Background: an optimization exercise with open tools, aiming at small area. Do not read the settings as production practice. RTL that was checked went through simulation tests only; none was proved equivalent to the original. No driver is modelled on the clock port, so clock power and skew are understated where the tree is cut down; a real chip needs a root buffer or a tree. Power and IR drop assume default switching activity.

Design sv_uart_engine, start of the top module:
module sv_uart_engine
#(
  parameter int DATA_WIDTH = 24
)
(
  input  logic                  iclk          ,
  input  logic                  irst          ,
  output logic [DATA_WIDTH-1:0] m_axis_tdata  ,
  output logic                  m_axis_tvalid ,
  input  logic                  m_axis_tready ,
  input  logic [DATA_WIDTH-1:0] s_axis_tdata  ,
  input  logic                  s_axis_tvalid ,
  output logic                  s_axis_tready ,
  input  logic           [15:0] idivider      ,
  output logic                  otx           ,
  input  logic                  irx
);
clock: 5.0 ns
lec_check: 0
cap_margin: 20
core_margin: 2
core_utilization: 50
place_density: 0.65
slew_margin: 20
standard.sh (not shown) runs the stock make flow with config.mk's settings and CLKGATE_MAP_FILE= SYNTH_SCRIPT=/design/flow/synth_recipe.tcl, a recipe that flattens the netlist after the stock synthesis.
==> flow/flow/run.sh <==
#!/bin/bash
# Standard ORFS layout with the smallest buffer on each port and a clock
# tree of small buffers without dummy loads. make's output goes to
# make_flow.log here; ORFS writes each step's log under orfs/logs.
set -euo pipefail
export BUFFER_PORTS_ARGS="-buffer_cell sky130_fd_sc_hd__buf_1"
export CTS_ARGS="-sink_clustering_enable -repair_clock_nets -dont_use_dummy_load -buf_list sky130_fd_sc_hd__clkbuf_4 -root_buf sky130_fd_sc_hd__clkbuf_8 -sink_clustering_size 10"
bash standard.sh > make_flow.log 2>&1
The baseline went through all stages and came out clean.
Change:
--- a/flow/flow/run.sh
+++ b/flow/flow/run.sh
@@ -7 +7 @@
-export CTS_ARGS="-sink_clustering_enable -repair_clock_nets -dont_use_dummy_load -buf_list sky130_fd_sc_hd__clkbuf_4 -root_buf sky130_fd_sc_hd__clkbuf_8 -sink_clustering_size 10"
+export CTS_ARGS="-sink_clustering_enable -repair_clock_nets -dont_use_dummy_load -buf_list \"sky130_fd_sc_hd__clkbuf_4 sky130_fd_sc_hd__clkbuf_8\""
After rerunning:
- The changed run finished clean
- final area stays the same
- total power is unchanged
- worst hold slack stays the same
- sequential power hardly moves
- clock skew is unchanged
- non-clock buffer count does not change
- die area stays the same
- clock-buffer cell count does not change
- setup slack is unchanged
- sequential share of layout area does not change
- final cell count does not change
Change:
==> flow/run.sh (new file) <==
#!/bin/bash
# synth_recipe.tcl (not shown) runs the flow's synth.tcl, then flattens the netlist and writes it again
# the make line also repeats each setting of config.mk as NAME=value (left out here)
make -C /OpenROAD-flow-scripts/flow DESIGN_CONFIG=/design/flow/config.mk WORK_HOME=/design/flow/orfs CLKGATE_MAP_FILE= SYNTH_SCRIPT=/design/flow/synth_recipe.tcl finish
removed: flow/flow/run.sh
removed: flow/standard.sh
Result:
- sequential power came out lower by about 2%
- core utilization came out higher by 5.8 points
- final cell count came out higher by about 1.6%
- wire length came out higher by about 3%
- first-iteration DRC count came out lower by about 22%
No run of this note included a check of the RTL's function; only the layout flow was run.

---

before:
Another version of the RTL of sv_uart_engine (not shown whole).
Size: ~340 cells after synthesis, about 89 flip-flops.
Settings: LEC_CHECK=0, CAP_MARGIN=20, CORE_MARGIN=2, CORE_UTILIZATION=60, CTS_BUF_LIST=sky130_fd_sc_hd__clkbuf_4 sky130_fd_sc_hd__clkbuf_8, CTS_CLUSTER_DIAMETER=60, CTS_CLUSTER_SIZE=20, PLACE_DENSITY=0.7, SLEW_MARGIN=20; clock period 5.0 ns.
run.sh (not shown) runs the stock make flow with config.mk's settings and CLKGATE_MAP_FILE= SYNTH_SCRIPT=/design/flow/synth_recipe.tcl, a recipe that flattens the netlist after the stock synthesis.
Stock flow here: none of the scripts above is used.
#### Input delta (after over before)
# before
export LEC_CHECK = 0
export CAP_MARGIN = 20
export CORE_MARGIN = 2
export CORE_UTILIZATION = 60
export CTS_BUF_LIST = sky130_fd_sc_hd__clkbuf_4 sky130_fd_sc_hd__clkbuf_8
export CTS_CLUSTER_DIAMETER = 60
export CTS_CLUSTER_SIZE = 20
export PLACE_DENSITY = 0.7
export SLEW_MARGIN = 20
create_clock -name core_clock -period 5.0 [get_ports {iclk}]
# after
export LEC_CHECK = 0
export CAP_MARGIN = 20
export CORE_MARGIN = 2
export CORE_UTILIZATION = 60
export CTS_BUF_LIST = sky130_fd_sc_hd__clkbuf_8
export CTS_CLUSTER_SIZE = 30
export PLACE_DENSITY = 0.7
export SLEW_MARGIN = 20
create_clock -name core_clock -period 5.0 [get_ports {iclk}]
## What came out
after was carried through to the last stage, and its layout satisfied the timing, design-rule and antenna checks. after -> before: mean number of vias per cell delta 0, exact match. before and after ended up with roughly the same power. Diff after..before | number of non-filler instances in the completed layout | unchanged. Diff before..after | hold slack | unchanged.
Function was not checked in any run of this note: the RTL went through the layout flow alone.

---

## oak
The RTL this note starts from:
==> flow/design.v <==
module sv_uart_rx
(
  input  logic        iclk          ,
  input  logic        irst          ,
  output logic  [7:0] m_axis_tdata  ,
  output logic        m_axis_tvalid ,
  input  logic        m_axis_tready ,
  input  logic [15:0] idivider      ,
  input  logic        irx
);
  logic  [2:0] metastab;
  logic  [4:0] frx;
  logic        true_rx;
  logic        dtrue_rx;
  logic        fall_rx;
  logic        ena;
  logic        eop;
  logic [15:0] ncnt;
  logic  [3:0] cnt_pack;
  logic  [7:0] freg;
  logic        quarter;
  logic [15:0] ncnt_inc;
  logic        clk_ena;
  always_ff @(posedge iclk) begin
    if (irst) begin
      metastab <= '0;
      frx      <= '0;
      true_rx  <= 1'b0;
      dtrue_rx <= 1'b0;
      fall_rx  <= 1'b0;
    end else begin
      metastab <= {metastab[1:0], irx};
      frx      <= {frx[3:0], metastab[2]};
      if (&frx)          true_rx <= 1'b1;
      else if (~|frx)    true_rx <= 1'b0;
      dtrue_rx <= true_rx;
      fall_rx  <= dtrue_rx & ~true_rx;
    end
  end
  assign quarter = (cnt_pack == 4'd0);
  logic [16:0] cy;
  assign cy[0] = ~quarter;
  assign cy[1] = ~quarter & ncnt[0];
  assign cy[2] = quarter | (ncnt[1] & ncnt[0]);
  for (genvar i = 2; i < 16; i++) begin : g_inc
    assign cy[i+1] = cy[i] & ncnt[i];
  end
  assign ncnt_inc = ncnt ^ cy[15:0];
  assign clk_ena  = ena && (&ncnt[15:3]) &&
                    (quarter ? !ncnt[2] : (ncnt[2:0] == 3'b110));
  always_ff @(posedge iclk) begin
    if (irst)          ena <= 1'b0;
    else if (fall_rx)  ena <= 1'b1;
    else if (eop)      ena <= 1'b0;
    if (clk_ena || !ena)  ncnt <= ~idivider;
    else                  ncnt <= ncnt_inc;
    if (!ena)          cnt_pack <= '0;
    else if (clk_ena)  cnt_pack <= cnt_pack + 4'd1;
    eop <= (cnt_pack == 4'd8) && clk_ena;
    if (clk_ena)  freg <= {true_rx, freg[7:1]};
    if (irst)  m_axis_tvalid <= 1'b0;
    else       m_axis_tvalid <= eop && ena && m_axis_tready;
  end
  assign m_axis_tdata = freg;
endmodule
module sv_uart_tx
(
  input  logic        iclk          ,
  input  logic        irst          ,
  input  logic [23:0] s_axis_tdata  ,
  input  logic        s_axis_tvalid ,
  output logic        s_axis_tready ,
  input  logic [15:0] idivider      ,
  output logic        otx
);
  localparam logic [3:0] P_STOP  = 4'd0;    
  localparam logic [3:0] P_IDLE  = 4'd1;    
  localparam logic [3:0] P_PRE0  = 4'd3;    
  localparam logic [3:0] P_PRE1  = 4'd4;    
  localparam logic [3:0] P_WAIT  = 4'd5;    
  localparam logic [3:0] P_SOP   = 4'd6;    
  localparam logic [3:0] P_START = 4'd7;    
  logic  [3:0] phase;
  logic  [1:0] byte_idx;
  logic [15:0] nbaud;
  logic [23:0] dat;      
  logic        timed;
  logic        bit_end;
  logic        dbit;
  logic [16:0] cy;         
  logic [15:0] nbaud_inc;
  assign cy[0] = 1'b1;
  for (genvar i = 0; i < 16; i++) begin : g_inc
    assign cy[i+1] = cy[i] & nbaud[i];
  end
  assign nbaud_inc = nbaud ^ cy[15:0];
  assign s_axis_tready = (phase == P_IDLE);
  assign timed   = (phase == P_STOP) || (phase[3:1] == 3'b011) || phase[3];
  assign bit_end = timed && cy[16];
  assign dbit    = dat[{byte_idx, phase[2:0]}];
  always_ff @(posedge iclk) begin
    if (timed && !bit_end)  nbaud <= nbaud_inc;
    else                    nbaud <= ~idivider;
    if (s_axis_tvalid && s_axis_tready)
      dat <= {s_axis_tdata[7:0], s_axis_tdata[15:8], s_axis_tdata[23:16]};
    if (s_axis_tvalid && s_axis_tready)  byte_idx <= 2'd0;
    else if (phase == P_STOP && bit_end) byte_idx <= byte_idx + 2'd1;
    if (irst)
      phase <= P_IDLE;
    else case (phase)
      P_IDLE  : if (s_axis_tvalid) phase <= P_PRE0;
      P_PRE0  : phase <= P_PRE1;
      P_PRE1  : phase <= P_WAIT;
      P_WAIT  : phase <= P_SOP;
      P_STOP  : if (bit_end) phase <= (byte_idx == 2'd2) ? P_IDLE : P_WAIT;
      default : if (bit_end) phase <= phase + 4'd1;    
    endcase
  end
  assign otx = !(phase == P_START || phase[3]) || (phase[3] && dbit);
endmodule
module sv_uart_engine
#(
  parameter int DATA_WIDTH = 24
)
(
  input  logic                  iclk          ,
  input  logic                  irst          ,
  output logic [DATA_WIDTH-1:0] m_axis_tdata  ,
  output logic                  m_axis_tvalid ,
  input  logic                  m_axis_tready ,
  input  logic [DATA_WIDTH-1:0] s_axis_tdata  ,
  input  logic                  s_axis_tvalid ,
  output logic                  s_axis_tready ,
  input  logic           [15:0] idivider      ,
  output logic                  otx           ,
  input  logic                  irx
);
  logic [7:0] rx_data;
  sv_uart_rx rx__ (
    .iclk          (iclk          ),
    .irst          (irst          ),
    .m_axis_tdata  (rx_data       ),
    .m_axis_tvalid (m_axis_tvalid ),
    .m_axis_tready (m_axis_tready ),
    .idivider      (idivider      ),
    .irx           (irx           )
  );
  assign m_axis_tdata = {{(DATA_WIDTH-8){1'b0}}, rx_data};
  sv_uart_tx tx__ (
    .iclk          (iclk          ),
    .irst          (irst          ),
    .s_axis_tdata  (s_axis_tdata  ),
    .s_axis_tvalid (s_axis_tvalid ),
    .s_axis_tready (s_axis_tready ),
    .idivider      (idivider      ),
    .otx           (otx           )
  );
endmodule
==> flow/config.mk <==
export PLATFORM = sky130hd
export DESIGN_NAME = sv_uart_engine
export DESIGN_NICKNAME = sv_uart_engine
export VERILOG_FILES = /design/flow/design.v
export SDC_FILE = /design/flow/constraint.sdc
export NUM_CORES = 4
export LEC_CHECK = 0
export CAP_MARGIN = 0
export CORE_MARGIN = 2
export CORE_UTILIZATION = 50
export PLACE_DENSITY = 0.65
export SLEW_MARGIN = 0
==> flow/constraint.sdc <==
create_clock -name core_clock -period 5.0 [get_ports {iclk}]
set_input_delay 1.0000 -clock core_clock [delete_from_list [all_inputs] [get_ports {iclk}]]
set_output_delay 1.0000 -clock core_clock [all_outputs]
set_load 0.01 [all_outputs]
standard.sh (not shown) runs the stock make flow with config.mk's settings and CLKGATE_MAP_FILE= SYNTH_SCRIPT=/design/flow/synth_recipe.tcl, a recipe that flattens the netlist after the stock synthesis.
==> flow/flow/run.sh <==
#!/bin/bash
# The standard ORFS layout with these changes:
# - synthesis is synth_recipe.tcl unchanged except that ABC maps with
#   flow/abc_area.script (an area-oriented mapping) instead of ORFS's speed
#   script; registers are mapped before ABC, so they are the same as the
#   standard synthesis's;
# - logic cells start at their smallest drive strength (flow/downsize.tcl,
#   before floorplanning); the repair steps size up whatever needs it;
# - every port gets the smallest buffer, buf_1;
# - one tie cell drives all constant outputs;
# - instead of a clock tree, four clkbuf_8, each driving a quarter of the
#   registers grouped by position, hang directly off the clock port
#   (flow/clock_buffer.tcl, before CTS).
# make's output goes to make_synth.log and make_flow.log here; ORFS writes
# each step's log under orfs/logs.
set -euo pipefail
here=$(pwd)
{
  printf 'proc abc {args} {\n'
  printf '  set i [lsearch $args -script]\n'
  printf '  if {$i >= 0} { lset args [expr {$i + 1}] {%s} }\n' "$here/flow/abc_area.script"
  printf '  yosys abc {*}$args\n'
  printf '}\n'
  cat synth_recipe.tcl
} > area_synth.tcl
sed "s|SYNTH_SCRIPT=[^ ]*|SYNTH_SCRIPT=$here/area_synth.tcl|" standard.sh > area_standard.sh
grep -q "SYNTH_SCRIPT=$here/area_synth.tcl" area_standard.sh

export BUFFER_PORTS_ARGS="-buffer_cell sky130_fd_sc_hd__buf_1"

export PRE_FLOORPLAN_TCL="$here/flow/downsize.tcl"
export PRE_CTS_TCL="$here/flow/clock_buffer.tcl"
export SKIP_REPAIR_TIE_FANOUT=1

bash area_standard.sh synth > make_synth.log 2>&1
bash standard.sh > make_flow.log 2>&1
==> flow/flow/abc_area.script <==
strash
dch
amap
topo
Other scripts of this flow, unchanged in this note and not shown: flow/flow/clock_buffer.tcl, flow/flow/downsize.tcl
Both conditions hold for oak: the flow ran to the end and the final layout passed the timing, design-rule and antenna checks.
Inputs modified between oak and pine:
- a change of CORE_UTILIZATION from 50 to 75
- a change of PLACE_DENSITY from 0.65 to 0.85
==> flow/flow/abc_area.script <==
strash
dch
amap
strash
dch
amap
topo
Findings:
Summary — pin count of the biggest net entering global routing, pine relative to oak: higher, by about 3%. The higher via count came out of pine. Cell area reported after detailed placement (pine vs. oak) decreases by a few percent.
In every run of this note, the design's own scripts or RTL, not TritonCTS, make the clock network.

[re-timing with driven ports]
How much do the figures lean on ideal ports? The routed layouts below were timed once more, with nothing changed but the port constraints.
Step 1 sets driving cells, clkbuf_16 on the clock port and buf_2 on the other inputs (assumed; they add their load-dependent delay and slew).
Step 2, shift: input delay + t, output delay - t, t = (earliest + latest rising clock arrival at the registers) / 2. This alone moves slack from input paths to output paths.
a / b / c = ideal / step 1 / step 2; a / b = the first two.
| run | shift t [ns] | setup slack, ns | worst data-port slew with drivers (ns) |
|---|---|---|---|
| the first run of note 1 | 0.374 | 1.050 / 1.050 / 1.050 | 0.04 |
| the second run of note 1 | 0.374 | 1.050 / 1.050 / 1.050 | 0.04 |
| the third run of note 1 | 0.368 | 0.788 / 0.788 / 0.788 | 0.04 |
| before | 0.396 | 0.210 / 0.210 / 0.210 | 0.04 |
| after | 0.396 | 0.210 / 0.210 / 0.210 | 0.04 |
| oak | 0.233 | 0.543 / 0.543 / 0.543 | 0.05 |
| pine | 0.229 | 0.439 / 0.440 / 0.440 | 0.04 |
After both steps setup and hold are still met in every run listed.
